Background: an optimization exercise with open tools, aiming at small area. Do not read the settings as production practice. No functional check of the RTL was part of any run shown here. The flow treats the clock pin as an ideal source, which a real chip does not have. Power is estimated from default activity; no workload was simulated.

**flow/run.sh**
```bash
#!/bin/bash
# The standard layout (standard.sh) with these changes to how it is made:
#  - Yosys's synth runs without its early "abc -fast" pass (-noabc), so that extract_fa
#    finds the design's full and half adders in their plain form and maps them to
#    fa/ha cells without inverters on their pins;
#  - every input and output port still gets a buffer, but a buf_1 rather than the
#    delay-buffer cell buffer_ports picks by default;
#  - clock tree synthesis uses clkbuf_4 buffers and no dummy loads.
# standard.sh's make output goes to standard.log; ORFS writes each step's log under orfs/logs.
set -euo pipefail
export SYNTH_ARGS="-noabc"
export BUFFER_PORTS_ARGS="-buffer_cell sky130_fd_sc_hd__buf_1"
export CTS_ARGS="-sink_clustering_enable -repair_clock_nets -dont_use_dummy_load -buf_list sky130_fd_sc_hd__clkbuf_4 -root_buf sky130_fd_sc_hd__clkbuf_4"
bash standard.sh > standard.log 2>&1
```
**standard.sh**
```bash
#!/bin/bash
# synth_recipe.tcl (not shown) runs the flow's synth.tcl, then flattens the netlist and writes it again
# the make line also repeats each setting of config.mk as NAME=value (left out here)
make -C /OpenROAD-flow-scripts/flow DESIGN_CONFIG=/design/flow/config.mk WORK_HOME=/design/flow/orfs CLKGATE_MAP_FILE= SYNTH_SCRIPT=/design/flow/synth_recipe.tcl "${@:-finish}"
```
**config.mk**
```make
export PLATFORM = sky130hd
export DESIGN_NAME = VectorAccumulate
export DESIGN_NICKNAME = VectorAccumulate
export VERILOG_FILES = /design/flow/design.v
export SDC_FILE = /design/flow/constraint.sdc
export NUM_CORES = 4
export LEC_CHECK = 0
export CAP_MARGIN = 20
export CORE_MARGIN = 2
export CORE_UTILIZATION = 40
export SLEW_MARGIN = 20
```
**constraint.sdc**
```tcl
create_clock -name core_clock -period 4.0 [get_ports {clk}]
set_input_delay 0.8000 -clock core_clock [delete_from_list [all_inputs] [get_ports {clk}]]
set_output_delay 0.8000 -clock core_clock [all_outputs]
set_load 0.01 [all_outputs]
```
**design.v**
```verilog
module VectorAccumulate #(
    parameter vector_length = 7,
    parameter data_width = 16
) (
    input wire clk,
    input wire [vector_length*data_width-1: 0] vector_in,
    output wire [data_width+$clog2(vector_length)-1: 0] vector_sum
);
reg [24:0] r1;
reg [18:0] r2;
reg [18:0] r3;
wire n1 = vector_in[0] ^ vector_in[16] ^ vector_in[32];
wire n2 = (vector_in[0] & vector_in[16]) | (vector_in[0] & vector_in[32]) | (vector_in[16] & vector_in[32]);
wire n3 = vector_in[48] ^ vector_in[64] ^ vector_in[80];
wire n4 = (vector_in[48] & vector_in[64]) | (vector_in[48] & vector_in[80]) | (vector_in[64] & vector_in[80]);
wire n5 = vector_in[96] ^ n1 ^ n3;
wire n6 = (vector_in[96] & n1) | (vector_in[96] & n3) | (n1 & n3);
wire n7 = vector_in[1] ^ vector_in[17] ^ vector_in[33];
wire n8 = (vector_in[1] & vector_in[17]) | (vector_in[1] & vector_in[33]) | (vector_in[17] & vector_in[33]);
wire n9 = vector_in[49] ^ vector_in[65] ^ vector_in[81];
wire n10 = (vector_in[49] & vector_in[65]) | (vector_in[49] & vector_in[81]) | (vector_in[65] & vector_in[81]);
wire n11 = vector_in[97] ^ n2 ^ n4;
wire n12 = (vector_in[97] & n2) | (vector_in[97] & n4) | (n2 & n4);
wire n13 = n7 ^ n9 ^ n6;
wire n14 = (n7 & n9) | (n7 & n6) | (n9 & n6);
wire n15 = n11 ^ n13;
wire n16 = n11 & n13;
wire n17 = vector_in[2] ^ vector_in[18] ^ vector_in[34];
wire n18 = (vector_in[2] & vector_in[18]) | (vector_in[2] & vector_in[34]) | (vector_in[18] & vector_in[34]);
wire n19 = vector_in[50] ^ vector_in[66] ^ vector_in[82];
wire n20 = (vector_in[50] & vector_in[66]) | (vector_in[50] & vector_in[82]) | (vector_in[66] & vector_in[82]);
wire n21 = vector_in[98] ^ n8 ^ n10;
wire n22 = (vector_in[98] & n8) | (vector_in[98] & n10) | (n8 & n10);
wire n23 = n17 ^ n19 ^ n12;
wire n24 = (n17 & n19) | (n17 & n12) | (n19 & n12);
wire n25 = n21 ^ n23 ^ n14;
wire n26 = (n21 & n23) | (n21 & n14) | (n23 & n14);
wire n27 = n16 ^ n25;
wire n28 = n16 & n25;
wire n29 = vector_in[3] ^ vector_in[19] ^ vector_in[35];
wire n30 = (vector_in[3] & vector_in[19]) | (vector_in[3] & vector_in[35]) | (vector_in[19] & vector_in[35]);
wire n31 = vector_in[51] ^ vector_in[67] ^ vector_in[83];
wire n32 = (vector_in[51] & vector_in[67]) | (vector_in[51] & vector_in[83]) | (vector_in[67] & vector_in[83]);
wire n33 = vector_in[99] ^ n18 ^ n20;
wire n34 = (vector_in[99] & n18) | (vector_in[99] & n20) | (n18 & n20);
wire n35 = n29 ^ n31 ^ n22;
wire n36 = (n29 & n31) | (n29 & n22) | (n31 & n22);
wire n37 = n33 ^ n24 ^ n35;
wire n38 = (n33 & n24) | (n33 & n35) | (n24 & n35);
wire n39 = n26 ^ n37 ^ n28;
wire n40 = (n26 & n37) | (n26 & n28) | (n37 & n28);
wire n41 = vector_in[4] ^ vector_in[20] ^ vector_in[36];
wire n42 = (vector_in[4] & vector_in[20]) | (vector_in[4] & vector_in[36]) | (vector_in[20] & vector_in[36]);
wire n43 = vector_in[52] ^ vector_in[68] ^ vector_in[84];
wire n44 = (vector_in[52] & vector_in[68]) | (vector_in[52] & vector_in[84]) | (vector_in[68] & vector_in[84]);
wire n45 = vector_in[100] ^ n30 ^ n32;
wire n46 = (vector_in[100] & n30) | (vector_in[100] & n32) | (n30 & n32);
wire n47 = n41 ^ n43 ^ n34;
wire n48 = (n41 & n43) | (n41 & n34) | (n43 & n34);
wire n49 = n45 ^ n36 ^ n47;
wire n50 = (n45 & n36) | (n45 & n47) | (n36 & n47);
wire n51 = n38 ^ n49 ^ n40;
wire n52 = (n38 & n49) | (n38 & n40) | (n49 & n40);
wire n53 = vector_in[5] ^ vector_in[21] ^ vector_in[37];
wire n54 = (vector_in[5] & vector_in[21]) | (vector_in[5] & vector_in[37]) | (vector_in[21] & vector_in[37]);
wire n55 = vector_in[53] ^ vector_in[69] ^ vector_in[85];
wire n56 = (vector_in[53] & vector_in[69]) | (vector_in[53] & vector_in[85]) | (vector_in[69] & vector_in[85]);
wire n57 = vector_in[101] ^ n42 ^ n44;
wire n58 = (vector_in[101] & n42) | (vector_in[101] & n44) | (n42 & n44);
wire n59 = n53 ^ n55 ^ n46;
wire n60 = (n53 & n55) | (n53 & n46) | (n55 & n46);
wire n61 = n57 ^ n48 ^ n59;
wire n62 = (n57 & n48) | (n57 & n59) | (n48 & n59);
wire n63 = n50 ^ n61 ^ n52;
wire n64 = (n50 & n61) | (n50 & n52) | (n61 & n52);
wire n65 = vector_in[6] ^ vector_in[22] ^ vector_in[38];
wire n66 = (vector_in[6] & vector_in[22]) | (vector_in[6] & vector_in[38]) | (vector_in[22] & vector_in[38]);
wire n67 = vector_in[54] ^ vector_in[70] ^ vector_in[86];
wire n68 = (vector_in[54] & vector_in[70]) | (vector_in[54] & vector_in[86]) | (vector_in[70] & vector_in[86]);
wire n69 = vector_in[102] ^ n54 ^ n56;
wire n70 = (vector_in[102] & n54) | (vector_in[102] & n56) | (n54 & n56);
wire n71 = n65 ^ n67 ^ n58;
wire n72 = (n65 & n67) | (n65 & n58) | (n67 & n58);
wire n73 = n69 ^ n60 ^ n71;
wire n74 = (n69 & n60) | (n69 & n71) | (n60 & n71);
wire n75 = n62 ^ n73 ^ n64;
wire n76 = (n62 & n73) | (n62 & n64) | (n73 & n64);
wire n77 = vector_in[7] ^ vector_in[23] ^ vector_in[39];
wire n78 = (vector_in[7] & vector_in[23]) | (vector_in[7] & vector_in[39]) | (vector_in[23] & vector_in[39]);
wire n79 = vector_in[55] ^ vector_in[71] ^ vector_in[87];
wire n80 = (vector_in[55] & vector_in[71]) | (vector_in[55] & vector_in[87]) | (vector_in[71] & vector_in[87]);
wire n81 = vector_in[103] ^ n66 ^ n68;
wire n82 = (vector_in[103] & n66) | (vector_in[103] & n68) | (n66 & n68);
wire n83 = n77 ^ n79 ^ n70;
wire n84 = (n77 & n79) | (n77 & n70) | (n79 & n70);
wire n85 = n81 ^ n72 ^ n83;
wire n86 = (n81 & n72) | (n81 & n83) | (n72 & n83);
wire n87 = vector_in[8] ^ vector_in[24] ^ vector_in[40];
wire n88 = (vector_in[8] & vector_in[24]) | (vector_in[8] & vector_in[40]) | (vector_in[24] & vector_in[40]);
wire n89 = vector_in[56] ^ vector_in[72] ^ vector_in[88];
wire n90 = (vector_in[56] & vector_in[72]) | (vector_in[56] & vector_in[88]) | (vector_in[72] & vector_in[88]);
wire n91 = vector_in[104] ^ n78 ^ n80;
wire n92 = (vector_in[104] & n78) | (vector_in[104] & n80) | (n78 & n80);
wire n93 = n87 ^ n89 ^ n82;
wire n94 = (n87 & n89) | (n87 & n82) | (n89 & n82);
wire n95 = n91 ^ n84 ^ n93;
wire n96 = (n91 & n84) | (n91 & n93) | (n84 & n93);
wire n97 = vector_in[9] ^ vector_in[25] ^ vector_in[41];
wire n98 = (vector_in[9] & vector_in[25]) | (vector_in[9] & vector_in[41]) | (vector_in[25] & vector_in[41]);
wire n99 = vector_in[57] ^ vector_in[73] ^ vector_in[89];
wire n100 = (vector_in[57] & vector_in[73]) | (vector_in[57] & vector_in[89]) | (vector_in[73] & vector_in[89]);
wire n101 = vector_in[105] ^ n88 ^ n90;
wire n102 = (vector_in[105] & n88) | (vector_in[105] & n90) | (n88 & n90);
wire n103 = n97 ^ n99 ^ n92;
wire n104 = (n97 & n99) | (n97 & n92) | (n99 & n92);
wire n105 = n101 ^ n94 ^ n103;
wire n106 = (n101 & n94) | (n101 & n103) | (n94 & n103);
wire n107 = vector_in[10] ^ vector_in[26] ^ vector_in[42];
wire n108 = (vector_in[10] & vector_in[26]) | (vector_in[10] & vector_in[42]) | (vector_in[26] & vector_in[42]);
wire n109 = vector_in[58] ^ vector_in[74] ^ vector_in[90];
wire n110 = (vector_in[58] & vector_in[74]) | (vector_in[58] & vector_in[90]) | (vector_in[74] & vector_in[90]);
wire n111 = vector_in[106] ^ n98 ^ n100;
wire n112 = (vector_in[106] & n98) | (vector_in[106] & n100) | (n98 & n100);
wire n113 = n107 ^ n109 ^ n102;
wire n114 = (n107 & n109) | (n107 & n102) | (n109 & n102);
wire n115 = n111 ^ n104 ^ n113;
wire n116 = (n111 & n104) | (n111 & n113) | (n104 & n113);
wire n117 = vector_in[11] ^ vector_in[27] ^ vector_in[43];
wire n118 = (vector_in[11] & vector_in[27]) | (vector_in[11] & vector_in[43]) | (vector_in[27] & vector_in[43]);
wire n119 = vector_in[59] ^ vector_in[75] ^ vector_in[91];
wire n120 = (vector_in[59] & vector_in[75]) | (vector_in[59] & vector_in[91]) | (vector_in[75] & vector_in[91]);
wire n121 = vector_in[107] ^ n108 ^ n110;
wire n122 = (vector_in[107] & n108) | (vector_in[107] & n110) | (n108 & n110);
wire n123 = n117 ^ n119 ^ n112;
wire n124 = (n117 & n119) | (n117 & n112) | (n119 & n112);
wire n125 = n121 ^ n114 ^ n123;
wire n126 = (n121 & n114) | (n121 & n123) | (n114 & n123);
wire n127 = n116 ^ n125;
wire n128 = n116 & n125;
wire n129 = vector_in[12] ^ vector_in[28] ^ vector_in[44];
wire n130 = (vector_in[12] & vector_in[28]) | (vector_in[12] & vector_in[44]) | (vector_in[28] & vector_in[44]);
wire n131 = vector_in[60] ^ vector_in[76] ^ vector_in[92];
wire n132 = (vector_in[60] & vector_in[76]) | (vector_in[60] & vector_in[92]) | (vector_in[76] & vector_in[92]);
wire n133 = vector_in[108] ^ n118 ^ n120;
wire n134 = (vector_in[108] & n118) | (vector_in[108] & n120) | (n118 & n120);
wire n135 = n129 ^ n131 ^ n122;
wire n136 = (n129 & n131) | (n129 & n122) | (n131 & n122);
wire n137 = n133 ^ n124 ^ n135;
wire n138 = (n133 & n124) | (n133 & n135) | (n124 & n135);
wire n139 = n126 ^ n137 ^ n128;
wire n140 = (n126 & n137) | (n126 & n128) | (n137 & n128);
wire n141 = vector_in[13] ^ vector_in[29] ^ vector_in[45];
wire n142 = (vector_in[13] & vector_in[29]) | (vector_in[13] & vector_in[45]) | (vector_in[29] & vector_in[45]);
wire n143 = vector_in[61] ^ vector_in[77] ^ vector_in[93];
wire n144 = (vector_in[61] & vector_in[77]) | (vector_in[61] & vector_in[93]) | (vector_in[77] & vector_in[93]);
wire n145 = vector_in[109] ^ n130 ^ n132;
wire n146 = (vector_in[109] & n130) | (vector_in[109] & n132) | (n130 & n132);
wire n147 = n141 ^ n143 ^ n134;
wire n148 = (n141 & n143) | (n141 & n134) | (n143 & n134);
wire n149 = n145 ^ n136 ^ n147;
wire n150 = (n145 & n136) | (n145 & n147) | (n136 & n147);
wire n151 = n138 ^ n149 ^ n140;
wire n152 = (n138 & n149) | (n138 & n140) | (n149 & n140);
wire n153 = vector_in[14] ^ vector_in[30] ^ vector_in[46];
wire n154 = (vector_in[14] & vector_in[30]) | (vector_in[14] & vector_in[46]) | (vector_in[30] & vector_in[46]);
wire n155 = vector_in[62] ^ vector_in[78] ^ vector_in[94];
wire n156 = (vector_in[62] & vector_in[78]) | (vector_in[62] & vector_in[94]) | (vector_in[78] & vector_in[94]);
wire n157 = vector_in[110] ^ n142 ^ n144;
wire n158 = (vector_in[110] & n142) | (vector_in[110] & n144) | (n142 & n144);
wire n159 = n153 ^ n155 ^ n146;
wire n160 = (n153 & n155) | (n153 & n146) | (n155 & n146);
wire n161 = n157 ^ n148 ^ n159;
wire n162 = (n157 & n148) | (n157 & n159) | (n148 & n159);
wire n163 = n150 ^ n161 ^ n152;
wire n164 = (n150 & n161) | (n150 & n152) | (n161 & n152);
wire n165 = vector_in[15] ^ vector_in[31] ^ vector_in[47];
wire n166 = (vector_in[15] & vector_in[31]) | (vector_in[15] & vector_in[47]) | (vector_in[31] & vector_in[47]);
wire n167 = vector_in[63] ^ vector_in[79] ^ vector_in[95];
wire n168 = (vector_in[63] & vector_in[79]) | (vector_in[63] & vector_in[95]) | (vector_in[79] & vector_in[95]);
wire n169 = vector_in[111] ^ n154 ^ n156;
wire n170 = (vector_in[111] & n154) | (vector_in[111] & n156) | (n154 & n156);
wire n171 = n165 ^ n167 ^ n158;
wire n172 = (n165 & n167) | (n165 & n158) | (n167 & n158);
wire n173 = n169 ^ n160 ^ n171;
wire n174 = (n169 & n160) | (n169 & n171) | (n160 & n171);
wire n175 = n162 ^ n173 ^ n164;
wire n176 = (n162 & n173) | (n162 & n164) | (n173 & n164);
wire n177 = n166 ^ n168 ^ n170;
wire n178 = (n166 & n168) | (n166 & n170) | (n168 & n170);
wire n179 = n172 ^ n177 ^ n174;
wire n180 = (n172 & n177) | (n172 & n174) | (n177 & n174);
always @(posedge clk) begin
    r1[0] <= n5;
    r1[1] <= n15;
    r1[2] <= n27;
    r1[3] <= n39;
    r1[4] <= n51;
    r1[5] <= n63;
    r1[6] <= n75;
    r1[7] <= n74;
    r1[8] <= n85;
    r1[9] <= n76;
    r1[10] <= n86;
    r1[11] <= n95;
    r1[12] <= n96;
    r1[13] <= n105;
    r1[14] <= n106;
    r1[15] <= n115;
    r1[16] <= n127;
    r1[17] <= n139;
    r1[18] <= n151;
    r1[19] <= n163;
    r1[20] <= n175;
    r1[21] <= n179;
    r1[22] <= n176;
    r1[23] <= n178;
    r1[24] <= n180;
end
wire n181 = r1[7] ^ r1[8] ^ r1[9];
wire n182 = (r1[7] & r1[8]) | (r1[7] & r1[9]) | (r1[8] & r1[9]);
wire n183 = r1[10] ^ r1[11] ^ n182;
wire n184 = (r1[10] & r1[11]) | (r1[10] & n182) | (r1[11] & n182);
wire n185 = r1[12] ^ r1[13] ^ n184;
wire n186 = (r1[12] & r1[13]) | (r1[12] & n184) | (r1[13] & n184);
wire n187 = r1[14] ^ r1[15] ^ n186;
wire n188 = (r1[14] & r1[15]) | (r1[14] & n186) | (r1[15] & n186);
wire n189 = r1[16] ^ n188;
wire n190 = r1[16] & n188;
wire n191 = r1[17] ^ n190;
wire n192 = r1[17] & n190;
wire n193 = r1[18] ^ n192;
wire n194 = r1[18] & n192;
wire n195 = r1[19] ^ n194;
wire n196 = r1[19] & n194;
wire n197 = r1[20] ^ n196;
wire n198 = r1[20] & n196;
wire n199 = r1[21] ^ r1[22] ^ n198;
wire n200 = (r1[21] & r1[22]) | (r1[21] & n198) | (r1[22] & n198);
wire n201 = r1[23] ^ r1[24] ^ n200;
wire n202 = (r1[23] & r1[24]) | (r1[23] & n200) | (r1[24] & n200);
always @(posedge clk) begin
    r2[0] <= r1[0];
    r2[1] <= r1[1];
    r2[2] <= r1[2];
    r2[3] <= r1[3];
    r2[4] <= r1[4];
    r2[5] <= r1[5];
    r2[6] <= r1[6];
    r2[7] <= n181;
    r2[8] <= n183;
    r2[9] <= n185;
    r2[10] <= n187;
    r2[11] <= n189;
    r2[12] <= n191;
    r2[13] <= n193;
    r2[14] <= n195;
    r2[15] <= n197;
    r2[16] <= n199;
    r2[17] <= n201;
    r2[18] <= n202;
end
always @(posedge clk) begin
    r3[0] <= r2[0];
    r3[1] <= r2[1];
    r3[2] <= r2[2];
    r3[3] <= r2[3];
    r3[4] <= r2[4];
    r3[5] <= r2[5];
    r3[6] <= r2[6];
    r3[7] <= r2[7];
    r3[8] <= r2[8];
    r3[9] <= r2[9];
    r3[10] <= r2[10];
    r3[11] <= r2[11];
    r3[12] <= r2[12];
    r3[13] <= r2[13];
    r3[14] <= r2[14];
    r3[15] <= r2[15];
    r3[16] <= r2[16];
    r3[17] <= r2[17];
    r3[18] <= r2[18];
end
assign vector_sum = {r3[18], r3[17], r3[16], r3[15], r3[14], r3[13], r3[12], r3[11], r3[10], r3[9], r3[8], r3[7], r3[6], r3[5], r3[4], r3[3], r3[2], r3[1], r3[0]};
endmodule
```
==> flow_summary.json, run 1 <==
{
  "outcome": "failed layout checks",
  "violations": "negative setup slack",
  "grt_pass1_wl_mm": 8.04,
  "syn_area_per_cell_um2": 19.7,
  "cts_tree": "built",
  "setup_ws_ns": -0.00861,
  "vias": 1732,
  "yosysWarnings": 1,
  "cts_sinks": 63,
  "slew_headroom": 0.876,
  "drc": 0,
  "hpwl_mm": 4.58,
  "startpoint_type": "input pin",
  "drv_cap": 0,
  "ir_drop_uv": 184,
  "syn_to_final_growth_pct": 23.6,
  "grt_max_degree": 12,
  "drt-total-wl_mm": 4.96,
  "clk_pin_slew_ns": 0.08,
  "first_iter_violations": 19,
  "diodes": 0,
  "syn-cell-area_um2": 3220,
  "setup.worst_path.class": "in2reg",
  "start_util": 0.415,
  "nets": 520,
  "power_density_nw_per_um2": 572,
  "synthDominantCellAreaShare": 0.578,
  "layout_commonest_cell": "buf_1",
  "cp-end-kind": "register",
  "synth_cell_types": 3,
  "finalCriticalPeriod_ns": 4.01,
  "drt_first_pass_iters": 4,
  "dpl_cell_area_um2": 3890,
  "gp_congestion": 0.706,
  "die_area_um2": 8790,
  "clockBufferDepth": 2,
  "core_area_um2": 7770,
  "synth_seq_cells": 63,
  "finalPower_mw": 2.28,
  "clk_latency_ns": 0.38,
  "fp.dieH_um": 93.8,
  "first_global_vias": 1961,
  "clock-root-buffer": "clkbuf_4",
  "worst_slew_pin_slew_ns": 0.186,
  "grt-ovfl-total": 0,
  "min_path_type": "reg2reg",
  "crit_required_ns": 4.25,
  "final_cell_mix": "129 x buf_1, 71 x fa_1, 63 x dfxtp_1, 22 x fa_2, 9 x clkbuf_4",
  "path_max_fanout": 1,
  "p_leak_nw": 1.47,
  "htreeDepth": 3,
  "synth_nets": 378,
  "clock.fmax_mhz": 249,
  "yosysTopAreaCell": "fa_1",
  "nFillCells": 685,
  "fin_setup_tns_ns": -0.00861,
  "via_per_inst": 4.27,
  "hold_viol_final": 0,
  "ant_nets": 0,
  "cts_buffers": 9,
  "synth_area_leaders": "fa_1 58%, dfxtp_1 39%, ha_1 3.1%",
  "antenna_found_initial": 0,
  "wl_per_cell_um": 12.2,
  "regArea_um2": 1260,
  "chipWidth_um": 93.8,
  "row_count": 32,
  "syn_inst": 164,
  "ys_seq_area_frac": 0.391,
  "drive_gt1_frac": 0.115,
  "portBuffers": 131,
  "final_area_um2": 3990,
  "arrival_ns": 4.26,
  "setup_viol": 1,
  "drv_slew": 0,
  "fin_skew_ns": 0.0259,
  "multi_input_area_um2": 2020,
  "finalCritPeriodShare": 1.00,
  "rsz0062_at_grt": "true",
  "grtUsageTotal": 0.124,
  "io_pins": 132
}
==> sequential cells by signal, indices dropped and copies added, names as in the netlist <==
signal,count
r1,25
r3,19
r2,19
==> Yosys cell counts <==
master	instances
dfxtp_1	63
ha_1	8
fa_1	93
==> per-layer routing <==
metal / vias up / GRT usage / wire (um)
met2: 88 / 0.214 / 2730
met5: - / 0 / 0
met1: 852 / 0.136 / 1700
met4: 0 / 0.0507 / 65
met3: 5 / 0.0506 / 458
li1: 787 / - / -
==> final timing paths <==
kind,start,endpoint,slack (ns),cells after the start
worst max register to register,r1[7],r2[17],0.23,11
worst min-delay path,r2[3],r3[3],0.30,0
worst max-delay path,vector_in[0],r1[6],-0.009,10
worst min register to register,r2[3],r3[3],0.30,0
==> logic make-up (layout without fill, tap and decap cells) <==
kind of cell / Yosys count / after routing / share of synthesized area
buffers and inverters: 0 / 140 / 0
flip-flops: 63 / 63 / 0.391
adder cells (fa/ha/maj): 101 / 101 / 0.609
==> critical path, cell delays in order <==
cell and delay, ns:
buf_6 0.09, fa_2 0.39, fa_2 0.40, fa_1 0.51
fa_1 0.42, ha_2 0.19, fa_2 0.34, fa_2 0.35
fa_2 0.34, fa_1 0.43
==> what timing repair did <==
action | CTS | global route
gates resized for setup | 5 | 5
pin swaps | 8 | 7
hold buffers | 0 | 0
setup buffers | 0 | 0
gates cloned | 0 | 0
setup endpoints to repair | 2 | 3
==> final cells by class <==
cell class,instances,share of cell area
multi-input combinational,101,0.507
sequential,63,0.316
timing repair buffer,131,0.127
tap,102,0.0320
clock buffer,9,0.0170
==> power breakdown <==
group          internal, mW  switching (mW)  total (mW)
clock network         0.104           0.174       0.279
logic                 0.448           0.478       0.926
registers             0.981          0.0931        1.07
==> metrics by stage <==
| stage | instances | hold WS, ns | utilization | setup slack [ns] |
|---|---|---|---|---|
| 6_report | 406 | 0.302 | 0.513 | -0.00861 |
| 3_3_place_gp | 397 | 0.310 | 0.500 | -0.430 |
| 4_1_cts | 406 | 0.300 | 0.511 | -0.00743 |
| 3_5_place_dp | 397 | 0.312 | 0.500 | -0.460 |
| 2_1_floorplan | 164 | 0.310 | - | -0.258 |
| 5_1_grt | 406 | 0.318 | 0.513 | -0.0533 |
==> run 2: changes to the inputs <==
--- a/flow/run.sh
+++ b/flow/run.sh
@@ -9,6 +9,7 @@
 # standard.sh's make output goes to standard.log; ORFS writes each step's log under orfs/logs.
 set -euo pipefail
 export SYNTH_ARGS="-noabc"
+export REMOVE_ABC_BUFFERS=1
 export BUFFER_PORTS_ARGS="-buffer_cell sky130_fd_sc_hd__buf_1"
 export CTS_ARGS="-sink_clustering_enable -repair_clock_nets -dont_use_dummy_load -buf_list sky130_fd_sc_hd__clkbuf_4 -root_buf sky130_fd_sc_hd__clkbuf_4"
 bash standard.sh > standard.log 2>&1
==> run 2 against run 1 <==
Compared with the run above:
- largest cell class unchanged
- design area shrank 0.19%
- cell count is the same
- sequential share of layout area grew 0.060 points
- routed wire length shrank 0.69%
- the layout still fails its checks (negative setup slack)
- power shrank 1.1%
- area after synthesis is the same
- global-route usage grew 0.47 points
- utilization shrank 0.097 points
- worst hold slack lost 0.0022 ns
- register-to-register slack is essentially flat
==> flow_summary.json, run 2 <==
{
  "grtUsageTotal": 0.129,
  "clock-root-buffer": "clkbuf_4",
  "ys_seq_area_frac": 0.391,
  "drt_first_pass_iters": 4,
  "vias": 1722,
  "chipWidth_um": 93.8,
  "core_area_um2": 7770,
  "cts_tree": "built",
  "synth_area_leaders": "fa_1 58%, dfxtp_1 39%, ha_1 3.1%",
  "clock.fmax_mhz": 249,
  "io_pins": 132,
  "critPathSlowestCell": "fa_1",
  "yosysTopAreaCell": "fa_1",
  "path_max_fanout": 1,
  "grt_pass1_wl_mm": 8.34,
  "instances_no_fill": 406,
  "finalCritPeriodShare": 1.00,
  "first_global_vias": 2028,
  "setup_ws_ns": -0.0136,
  "worstReg2RegStart": "r1[8]",
  "endpoint": "r1[6]",
  "worst_path_most_repeated_cell": "fa_2",
  "synth_cell_types": 3,
  "rrSetupSlack_ns": 0.24,
  "rsz0062_at_grt": "true",
  "htreeDepth": 3,
  "synth_seq_cells": 63,
  "yosysWarnings": 1,
  "min_path_type": "reg2reg",
  "violations": "negative setup slack",
  "wl_per_cell_um": 12.1,
  "first_iter_violations": 16,
  "syn_area_per_cell_um2": 19.7,
  "gp_congestion": 0.752,
  "synth_most_common_cell": "fa_1",
  "clk_latency_ns": 0.38,
  "fp.dieH_um": 93.8,
  "synth_top_cells_by_count": "93 x fa_1, 63 x dfxtp_1, 8 x ha_1",
  "clk_pin_slew_ns": 0.10,
  "drc": 0,
  "fin_skew_ns": 0.0341,
  "hpwl_mm": 4.53,
  "finalCriticalPeriod_ns": 4.01,
  "synthArstFlopShare": 0,
  "syn-cell-area_um2": 3220,
  "drive_gt1_frac": 0.112,
  "path_cells": "buf_6, fa_2, fa_2, fa_1, fa_1, ha_2, fa_2, fa_2, fa_2, fa_1",
  "dpl_cell_area_um2": 3840,
  "startpoint_type": "input pin",
  "setup_viol": 1,
  "finalPower_mw": 2.25,
  "largest_register_ffs": 25,
  "slew_headroom": 0.892,
  "synthDominantCellAreaShare": 0.578,
  "ir_drop_uv": 177,
  "drv_cap": 0,
  "regMostFlops": "r1",
  "outcome": "failed layout checks",
  "row_count": 32,
  "diodes": 0,
  "p_leak_nw": 1.46,
  "worst_slew_pin_slew_ns": 0.161,
  "cts_sinks": 63,
  "dp_cells": 397,
  "portBuffers": 131,
  "die_area_um2": 8790,
  "final_area_um2": 3980,
  "cp-end-kind": "register",
  "final_cell_mix": "130 x buf_1, 71 x fa_1, 63 x dfxtp_1, 22 x fa_2, 9 x clkbuf_4",
  "synth_enable_flop_cells": 0,
  "setup.worst_path.class": "in2reg",
  "drt-total-wl_mm": 4.92,
  "max_stage_delay_ns": 0.51,
  "clockBufferDepth": 2,
  "antenna_found_initial": 0,
  "place_worst_setup_slack_ns": -0.886,
  "grt_max_degree": 11,
  "syn_inst": 164,
  "power_density_nw_per_um2": 567,
  "start_util": 0.415,
  "drv_slew": 0,
  "ant_nets": 0,
  "synthFlopType": "dfxtp_1",
  "via_per_inst": 4.24,
  "cts_buffers": 9,
  "syn_to_final_growth_pct": 23.4,
  "cts_hold_buf": 0,
  "fin_util": 0.512,
  "arrival_ns": 4.26,
  "reg_top3": "r1 x25, r2 x19, r3 x19",
  "layout_commonest_cell": "buf_1",
  "crit_required_ns": 4.25,
  "nFillCells": 677,
  "hold_viol_final": 0,
  "grt-ovfl-total": 0,
  "r2r_cells": 11,
  "r2r-end": "r2[17]",
  "worstSetupStartpoint": "vector_in[0]",
  "nets": 520
}
-- run 2: cell counts after synthesis --
No cell type changed its count.
-- run 2: stage by stage --
step | hold WS (ns) | TNS (ns)
final | 0.300 | -0.0136
after CTS | 0.300 | 0
after global placement | 0.310 | -4.10
after global routing | 0.307 | -0.0903
after floorplan | 0.310 | -2.94
after detailed placement | 0.312 | -4.23
-- run 2: how the worst min path moves through the flow --
stage | slack [ns] | depth (start not counted) | startpoint | end
after floorplan | 0.31 | 0 | r1[0] | r2[0]
after global placement | 0.31 | 0 | r1[1] | r2[1]
after detailed placement | 0.31 | 0 | r1[5] | r2[5]
after CTS | 0.30 | 0 | r2[10] | r3[10]
after global routing | 0.31 | 0 | r2[10] | r3[10]
final | 0.30 | 0 | r2[10] | r3[10]
-- run 2: layout make-up --
class / count / area [um^2] / share of cell area
sequential: 63 / 1260 / 0.317
timing repair buffer: 131 / 499 / 0.126
clock buffer: 9 / 67.6 / 0.0170
tap: 102 / 128 / 0.0321
multi-input combinational: 101 / 2020 / 0.508
-- run 2: power breakdown --
part / switching (mW) / internal [mW]
logic: 0.465 / 0.436
clock network: 0.177 / 0.104
registers: 0.0896 / 0.981
-- run 2: logic make-up (layout without fill, tap and decap cells) --
logic type,after synthesis,in the layout,synth area share
fa+ha+maj,101,101,0.609
buf+inv,0,140,0
flops,63,63,0.391
-- run 2: what timing repair did --
action,CTS,global route
setup buffers,0,0
cloned,0,0
pin swaps,16,0
gates resized for setup,24,2
endpoints found under the setup margin,6,3
-- run 2: per-layer routing --
| metal | GRT usage | routed length, um | up-vias |
|---|---|---|---|
| met5 | 0 | 0 | - |
| met4 | 0.0749 | 110 | 0 |
| met3 | 0.0321 | 320 | 9 |
| met2 | 0.234 | 2800 | 71 |
| met1 | 0.134 | 1690 | 861 |
| li1 | - | - | 781 |
-- run 2: worst max-delay path: cells and delay by family --
kind | cells | cell delay (ns)
adder cells (fa/ha/maj) | 9 | 3.36
buffers and inverters | 1 | 0.09
==> run 3: changes to the inputs <==
--- a/flow/run.sh
+++ b/flow/run.sh
@@ -3,6 +3,10 @@
 #  - Yosys's synth runs without its early "abc -fast" pass (-noabc), so that extract_fa
 #    finds the design's full and half adders in their plain form and maps them to
 #    fa/ha cells without inverters on their pins;
+#  - the floorplan step skips its pre-placement timing repair (REMOVE_ABC_BUFFERS=1; the
+#    netlist has no abc buffers to remove). That repair sees ideal clocks and no wires and
+#    upsizes adders that the later, propagated-clock repairs after CTS and global routing
+#    find they do not need;
 #  - every input and output port still gets a buffer, but a buf_1 rather than the
 #    delay-buffer cell buffer_ports picks by default;
 #  - clock tree synthesis uses clkbuf_4 buffers and no dummy loads.
--- a/config.mk
+++ b/config.mk
@@ -7,5 +7,6 @@
 export LEC_CHECK = 0
 export CAP_MARGIN = 20
 export CORE_MARGIN = 2
-export CORE_UTILIZATION = 40
+export CORE_UTILIZATION = 60
+export PLACE_DENSITY = 0.75
 export SLEW_MARGIN = 20
==> run 3 against run 2 <==
Compared with the run above:
- still fails the layout checks on negative setup slack
- register-to-register slack got worse by 0.03 ns
- sequential share of layout area up 0.22 points
- die area down 32%
- largest cell class unchanged
- highest routed layer unchanged
==> flow_summary.json, run 3 <==
{
  "cts_sinks": 63,
  "nets": 520,
  "die_area_um2": 5970,
  "finalCriticalPeriod_ns": 4.10,
  "r2r_cells": 11,
  "crit_required_ns": 4.23,
  "place_worst_setup_slack_ns": -0.904,
  "drt_first_pass_iters": 4,
  "fin_skew_ns": 0.0301,
  "rsz0062_at_grt": "true",
  "finalCritPeriodShare": 1.02,
  "first_iter_violations": 26,
  "cts_tree": "built",
  "rrSetupSlack_ns": 0.21,
  "fp.dieH_um": 77.3,
  "start_util": 0.627,
  "outcome": "failed layout checks",
  "first_global_vias": 2139,
  "clockBufferDepth": 2,
  "ys_seq_area_frac": 0.391,
  "max_stage_delay_ns": 0.54,
  "synthFlopType": "dfxtp_1",
  "min_path_type": "reg2reg",
  "clock-root-buffer": "clkbuf_4",
  "cts_hold_buf": 0,
  "syn_to_final_growth_pct": 22.6,
  "setup_ws_ns": -0.0974,
  "slew_headroom": 0.884,
  "regMostFlops": "r1",
  "antenna_found_initial": 0,
  "min_path_cells": 0,
  "largest_register_ffs": 25,
  "chipWidth_um": 77.3,
  "io_pins": 132,
  "via_per_inst": 4.81,
  "grt-ovfl-total": 0,
  "synthArstFlopShare": 0,
  "grt_pass1_wl_mm": 8.92,
  "synth_cell_types": 3,
  "fin_setup_tns_ns": -0.148,
  "syn-cell-area_um2": 3220,
  "hold_viol_final": 0,
  "drv_slew": 0,
  "synth_most_common_cell": "fa_1",
  "synthDominantCellAreaShare": 0.578,
  "path_max_fanout": 1,
  "nFillCells": 330,
  "syn_inst": 164,
  "setup_viol": 3,
  "synth_seq_cells": 63,
  "final_area_um2": 3950,
  "power_density_nw_per_um2": 575,
  "clock.fmax_mhz": 244,
  "synth_area_leaders": "fa_1 58%, dfxtp_1 39%, ha_1 3.1%",
  "yosysTopAreaCell": "fa_1",
  "ir_drop_uv": 260,
  "path_cells": "buf_6, fa_2, fa_2, fa_1, fa_1, ha_2, fa_2, fa_2, fa_2, fa_1",
  "core_area_um2": 5140,
  "multi_input_area_um2": 2020,
  "fin_util": 0.769,
  "reg_top3": "r1 x25, r2 x19, r3 x19",
  "portBuffers": 131,
  "post_cts_buffers": 0,
  "dpl_cell_area_um2": 3800,
  "drc": 0,
  "setup.worst_path.class": "in2reg",
  "synth_enable_flop_cells": 0,
  "violations": "negative setup slack",
  "drv_cap": 0,
  "grt_max_degree": 12,
  "gp_congestion": 0.762,
  "drt-total-wl_mm": 5.00,
  "grtUsageTotal": 0.202,
  "htreeDepth": 3,
  "clk_latency_ns": 0.38,
  "layout_commonest_cell": "buf_1",
  "worst_slew_pin_slew_ns": 0.174,
  "p_leak_nw": 1.47,
  "cts_buffers": 9,
  "row_count": 26,
  "critPathSlowestCell": "fa_1",
  "cp-end-kind": "register",
  "drive_gt1_frac": 0.125,
  "syn_area_per_cell_um2": 19.7,
  "worst_path_most_repeated_cell": "fa_2",
  "hpwl_mm": 4.67,
  "arrival_ns": 4.33,
  "wl_per_cell_um": 13.4,
  "synth_top_cells_by_count": "93 x fa_1, 63 x dfxtp_1, 8 x ha_1",
  "clk_pin_slew_ns": 0.07,
  "vias": 1799,
  "final_cell_mix": "127 x buf_1, 70 x fa_1, 63 x dfxtp_1, 23 x fa_2, 9 x clkbuf_4",
  "ant_nets": 0,
  "startpoint_type": "input pin",
  "diodes": 0,
  "regArea_um2": 1260,
  "yosysWarnings": 1
}
[run 3: logic make-up after synthesis]
family,synth area share
fa+ha+maj,0.609
flops,0.391
[run 3: repair_timing]
action | in CTS | in global routing
pin swaps | 20 | 5
cloned | 0 | 0
setup endpoints to repair | 6 | 4
gates resized for setup | 26 | 5
[run 3: report_power, final]
group          total (mW)  internal (mW)  leakage (nW)  switching, mW
Clock               0.271          0.104        0.0414          0.167
Sequential           1.07          0.982         0.532         0.0928
Combinational       0.924          0.448         0.898          0.477
Total                2.27           1.53          1.47          0.736
[run 3: worst paths after layout]
kind,from,endpoint
setup / recovery,vector_in[80],r1[6]
hold / removal,r1[3],r2[3]
setup reg to reg,r1[7],r2[17]
hold reg to reg,r1[3],r2[3]
[run 3: worst max-delay path: cells and delay by family]
family	cells	cell delay, ns
adders and majority gates	9	3.42
buffers and inverters	1	0.09
[run 3: layout make-up]
| type | count | area share |
|---|---|---|
| multi-input cells | 101 | 0.513 |
| well taps | 70 | 0.0222 |
| clock buffers | 9 | 0.0171 |
| repair buffers | 131 | 0.129 |
| flip-flops and latches | 63 | 0.319 |
[run 3: stage by stage]
stage / power [mW] / hold slack, ns / instances
finish: 2.27 / 0.314 / 374
floorplan: 1.66 / 0.310 / 164
detailed placement: 2.02 / 0.312 / 365
global route: 2.54 / 0.316 / 374
global placement: 1.95 / 0.310 / 365
CTS: 2.33 / 0.317 / 374
[run 3: per-layer routing]
metal / up-vias / wire length [um] / GRT usage / share of wire
met5: - / 0 / 0 / 0
li1: 783 / - / - / -
met4: 0 / 173 / 0.125 / 0.035
met1: 924 / 1600 / 0.212 / 0.32
met2: 77 / 2980 / 0.369 / 0.60
met3: 15 / 244 / 0.0400 / 0.049

## afterwards: timing with drivers on the ports
The results above use ideal ports. As a check the final layouts listed here were re-extracted and re-timed, cells and wires unchanged.
Step 1 (the two cells are an assumption about what drives the block):
set clk [get_ports {clk}]
set_driving_cell -lib_cell sky130_fd_sc_hd__clkbuf_16 $clk
set_driving_cell -lib_cell sky130_fd_sc_hd__buf_2 [delete_from_list [all_inputs] $clk]
Step 2 moves the port delays by t, midway between the first and last clock arrival at a register: inputs arrive t later, outputs are due t later. That takes back most of the time a late clock gives input paths.
Slacks: no drivers / after step 1 / after step 2; pairs: no drivers / after step 1.
| run | shift t [ns] | slack for setup (ns) | worst setup path after step 2 |
|---|---|---|---|
| run 1 | 0.393 | -0.009 / -0.015 / -0.409 | input to register |
| run 2 | 0.393 | -0.014 / -0.022 / -0.415 | input to register |
| run 3 | 0.385 | -0.097 / -0.105 / -0.490 | input to register |
The setup slack of run 2, which loses most, moves by -0.008 ns with the drivers and by -0.401 ns with both steps.
